This design comes from an exercise in tuning for small area, a short achievable clock period and few clock cycles on the open sky130 flow, not from production work.
The flow treats the clock pin as an ideal source, which a real chip does not have.
Power and IR drop assume default switching activity.

==> flow/design.v <==
module fsm(
    input [15:0] dataIn,
    input R_I,
    input reset,
    input clk,
    output reg REG_ERROR,
    output [15:0] dataOut,
    output reg R_O
);
wire        s = dataIn[15];
wire [11:0] x = dataIn[11:0];
wire        busy = R_O | REG_ERROR;
wire        err;
cv_err u_err (.x(dataIn[14:0]), .s(s), .err(err));
wire [11:0] nm;
cv_abs u_abs (.x(x), .s(s), .nm(nm));
wire l4, l8, nl4, nl8, k4;
cv_lt #(.J(4)) u_l4 (.x(x), .s(s), .lt(l4), .nlt(nl4));
cv_lt #(.J(8)) u_l8 (.x(x), .s(s), .lt(l8), .nlt(nl8));
cv_and2 u_k4 (.a(l8), .b(nl4), .y(k4));
wire [11:0] t4;
genvar g;
generate
    for (g = 8; g < 12; g = g + 1) begin : c_hi
        cv_o221ai u (.a1(nl8), .a2(nm[g-4]), .b1(nl4), .b2(nm[g-8]), .c1(nm[g]), .y(t4[g]));
    end
    for (g = 4; g < 8; g = g + 1) begin : c_mid
        cv_mux2i u (.s(k4), .a0(nm[g]), .a1(nm[g-4]), .y(t4[g]));
    end
    for (g = 0; g < 4; g = g + 1) begin : c_lo
        cv_nor2 u (.a(l8), .b(nm[g]), .y(t4[g]));
    end
endgenerate
wire f1, f2, f3;
cv_nor2b u_f1 (.a(t4[11]), .bn(t4[10]), .y(f1));
cv_nor3b u_f2 (.a(t4[11]), .b(t4[10]), .cn(t4[9]), .y(f2));
cv_nor4b u_f3 (.a(t4[11]), .b(t4[10]), .c(t4[9]), .dn(t4[8]), .y(f3));
reg        sgn, q8, q4, p1, p2, p3;
reg [11:0] r4;
always @(posedge clk) begin
    sgn <= s;
    q8  <= l4;
    q4  <= k4;
    p1  <= f1;
    p2  <= f2;
    p3  <= f3;
    r4  <= t4;
    if (reset) begin
        R_O       <= 1'b0;
        REG_ERROR <= 1'b0;
    end else begin
        R_O       <= R_I & ~busy & ~err;
        REG_ERROR <= R_I & ~busy & err;
    end
end
wire p0 = r4[11];
cv_ao22  u_m0 (.a1(p0), .a2(r4[1]), .b1(p1), .b2(r4[0]), .y(dataOut[0]));
cv_ao222 u_m1 (.a1(p0), .a2(r4[2]), .b1(p1), .b2(r4[1]), .c1(p2), .c2(r4[0]), .y(dataOut[1]));
generate
    for (g = 2; g < 10; g = g + 1) begin : o_m
        cv_ao2222 u (.a1(p0), .a2(r4[g+1]), .b1(p1), .b2(r4[g]), .c1(p2), .c2(r4[g-1]),
                     .d1(p3), .d2(r4[g-2]), .y(dataOut[g]));
    end
endgenerate
cv_exp3 u_exp (.q8(q8), .q4(q4), .p0(p0), .p1(p1), .p2(p2), .p3(p3), .e(dataOut[14:10]));
assign dataOut[15] = sgn;
endmodule
module cv_exp3 (input q8, q4, p0, p1, p2, p3, output [4:0] e);
    assign e[0] = p1 | p3;
    assign e[1] = p0 | p3;
    assign e[2] = p3 ^ q4;
    assign e[3] = p3 ? q8 : ~(q4 | q8);
    assign e[4] = (p0 | p1 | p2 | p3) & ~(p3 & q8);
endmodule
module cv_ao22 (input a1, a2, b1, b2, output y);
    assign y = (a1 & a2) | (b1 & b2);
endmodule
module cv_ao222 (input a1, a2, b1, b2, c1, c2, output y);
    wire u, v;
    cv_aoi22 ua (.a1(a1), .a2(a2), .b1(b1), .b2(b2), .y(u));
    cv_nand2 ub (.a(c1), .b(c2), .y(v));
    cv_nand2 uc (.a(u), .b(v), .y(y));
endmodule
module cv_ao2222 (input a1, a2, b1, b2, c1, c2, d1, d2, output y);
    wire u, v;
    cv_aoi22 ua (.a1(a1), .a2(a2), .b1(b1), .b2(b2), .y(u));
    cv_aoi22 ub (.a1(c1), .a2(c2), .b1(d1), .b2(d2), .y(v));
    cv_nand2 uc (.a(u), .b(v), .y(y));
endmodule
module cv_aoi22 (input a1, a2, b1, b2, output y);
    assign y = ~((a1 & a2) | (b1 & b2));
endmodule
module cv_nor2b (input a, bn, output y);
    assign y = ~a & bn;
endmodule
module cv_nor3b (input a, b, cn, output y);
    assign y = ~a & ~b & cn;
endmodule
module cv_nor4b (input a, b, c, dn, output y);
    assign y = ~a & ~b & ~c & dn;
endmodule
module cv_err (input [14:0] x, input s, output err);
    assign err = s ? ~&x[14:11] : (|x[14:12] | (x[11] & |x[10:0]));
endmodule
module cv_abs (input [11:0] x, input s, output [11:0] nm);
    wire [11:0] lo;
    assign lo[0] = 1'b0;
    genvar i;
    generate
        for (i = 1; i < 12; i = i + 1) begin : p
            assign lo[i] = |x[i-1:0];
        end
    endgenerate
    assign nm = ~(x ^ ({12{s}} & lo));
endmodule
module cv_lt #(parameter J = 4) (input [11:0] x, input s, output lt, nlt);
    wire l = s ? (&x[10:J] & |x[J-1:0]) : ~|x[11:J];
    assign lt  = l;
    assign nlt = ~l;
endmodule
module cv_and2 (input a, b, output y);
    assign y = a & b;
endmodule
module cv_o221ai (input a1, a2, b1, b2, c1, output y);
    assign y = ~((a1 | a2) & (b1 | b2) & c1);
endmodule
module cv_mux2i (input s, a0, a1, output y);
    assign y = ~(s ? a1 : a0);
endmodule
module cv_nor2 (input a, b, output y);
    assign y = ~(a | b);
endmodule
module cv_nand2 (input a, b, output y);
    assign y = ~(a & b);
endmodule
Settings: LEC_CHECK=0, CAP_MARGIN=20, CORE_AREA=2 2 62 62, DIE_AREA=0 0 64 64, SETUP_SLACK_MARGIN=2.6, SLEW_MARGIN=20, SYNTH_HIERARCHICAL=1, SYNTH_MINIMUM_KEEP_SIZE=0; clock period 5.0 ns.
standard.sh (not shown) runs the stock make flow with config.mk's settings and CLKGATE_MAP_FILE= SYNTH_SCRIPT=/design/flow/synth_recipe.tcl, a recipe that flattens the netlist after the stock synthesis.
==> flow/flow/run.sh <==
#!/bin/bash
# ORFS layout as in standard.sh (the standard flow's own layout), with two changes:
#  - synthesis is synth_recipe.tcl, except that ABC maps with the script in
#    flow/map.abc (plain mapping, no sizing: the resizer sizes the cells
#    later) and, if MY_ABC_AVOID is set, without the slow many-input cells it
#    names; registers are mapped as in synth_recipe.tcl and keep their names;
#  - plain buf_1 cells as the port buffers (the resizer upsizes them where
#    timing needs it).
# Settings are in flow/params.sh; the ORFS output goes to standard_flow.log
# and the per-step logs under orfs/logs.
set -euo pipefail
W=$PWD
source "$W/flow/params.sh"
export MY_ABC_D MY_ABC_SCRIPT
# cells whose names match MY_ABC_AVOID (a regular expression) are kept out of ABC's library
MY_ABC_DONTUSE=""
if [[ -n "${MY_ABC_AVOID:-}" ]]; then
  MY_ABC_DONTUSE=$(grep -oE '^\s*cell *\( *"?sky130_fd_sc_hd__[a-z0-9_]+' "$FLOW_HOME/platforms/sky130hd/lib/sky130_fd_sc_hd__tt_025C_1v80.lib" \
    | grep -oE 'sky130_fd_sc_hd__[a-z0-9_]+' | grep -E "sky130_fd_sc_hd__($MY_ABC_AVOID)" | tr '\n' ' ')
fi
export MY_ABC_DONTUSE
# clock tree options, if set, replace ORFS's defaults for clock_tree_synthesis
if [[ -n "${MY_CTS_ARGS:-}" ]]; then export CTS_ARGS="$MY_CTS_ARGS"; fi
export BUFFER_PORTS_ARGS="-buffer_cell sky130_fd_sc_hd__buf_1"
sed "s#SYNTH_SCRIPT=[^ ]*#SYNTH_SCRIPT=$W/flow/my_synth.tcl#" standard.sh > my_standard.sh
bash my_standard.sh finish > standard_flow.log 2>&1
Other scripts of this flow, unchanged in this note and not shown: flow/flow/map.abc, flow/flow/my_synth.tcl, flow/flow/params.sh
Edit:
--- a/flow/design.v
+++ b/flow/design.v
@@ -14,10 +14,9 @@
 cv_err u_err (.x(dataIn[14:0]), .s(s), .err(err));
 wire [11:0] nm;
 cv_abs u_abs (.x(x), .s(s), .nm(nm));
-wire l4, l8, nl4, nl8, k4;
+wire l4, l8, nl4, nl8;
 cv_lt #(.J(4)) u_l4 (.x(x), .s(s), .lt(l4), .nlt(nl4));
 cv_lt #(.J(8)) u_l8 (.x(x), .s(s), .lt(l8), .nlt(nl8));
-cv_and2 u_k4 (.a(l8), .b(nl4), .y(k4));
 wire [11:0] t4;
 genvar g;
 generate
@@ -25,7 +24,7 @@
         cv_o221ai u (.a1(nl8), .a2(nm[g-4]), .b1(nl4), .b2(nm[g-8]), .c1(nm[g]), .y(t4[g]));
     end
     for (g = 4; g < 8; g = g + 1) begin : c_mid
-        cv_mux2i u (.s(k4), .a0(nm[g]), .a1(nm[g-4]), .y(t4[g]));
+        cv_o32ai u (.a1(nl8), .a2(l4), .a3(nm[g-4]), .b1(l8), .b2(nm[g]), .y(t4[g]));
     end
     for (g = 0; g < 4; g = g + 1) begin : c_lo
         cv_nor2 u (.a(l8), .b(nm[g]), .y(t4[g]));
@@ -40,7 +39,7 @@
 always @(posedge clk) begin
     sgn <= s;
     q8  <= l4;
-    q4  <= k4;
+    q4  <= l8 & nl4;
     p1  <= f1;
     p2  <= f2;
     p3  <= f3;
@@ -118,14 +117,11 @@
     assign lt  = l;
     assign nlt = ~l;
 endmodule
-module cv_and2 (input a, b, output y);
-    assign y = a & b;
+module cv_o32ai (input a1, a2, a3, b1, b2, output y);
+    assign y = ~((a1 | a2 | a3) & (b1 | b2));
 endmodule
 module cv_o221ai (input a1, a2, b1, b2, c1, output y);
     assign y = ~((a1 | a2) & (b1 | b2) & c1);
-endmodule
-module cv_mux2i (input s, a0, a1, output y);
-    assign y = ~(s ? a1 : a0);
 endmodule
 module cv_nor2 (input a, b, output y);
     assign y = ~(a | b);
Power climbs slightly.
Utilization rises by 0.96 points.
Worst hold slack improved by 3.8 ps.
Die area stays the same.
Sequential cell count is unchanged.
Setup slack got worse by 3.2 ps.
Register-to-register slack loses 30 ps.
First-iteration DRC count shrinks by a quarter to a third.
Sequential power is about the same.
Final area increases by a few percent.
Via count rises by a few percent.
Combinational power went up by a few percent.
Critical path depth rose by 5.
Function was not checked in any run of this note: the RTL went through the layout flow alone.

re-timing with driven ports:
How much do the figures lean on ideal ports? The routed layouts below were timed once more, with nothing changed but the port constraints.
Step 1 assumes that a clkbuf_16 drives the clock port and a buf_2 every other input.
Step 2 adds t to the input delays and takes it off the output delays; t is the mean of the earliest and latest rising clock arrival at the registers after step 1. Input paths then give back, and output paths get back, about the clock's delay inside the block.
Three values: no drivers, after step 1, after step 2; two values: the first two.
run	t, ns	setup slack, ns	hold WS [ns]	clock arrival spread, ns	worst data-port slew with drivers (ns)
the first run	0.307	2.670 / 2.652 / 2.444	0.548 / 0.548 / 0.548	0.006 / 0.006	0.03
the second run	0.308	2.667 / 2.632 / 2.324	0.552 / 0.552 / 0.552	0.002 / 0.001	0.07
After both steps setup and hold are still met in every run listed. The setup slack of the second run, which loses most, moves by -0.035 ns with the drivers and by -0.343 ns with both steps.
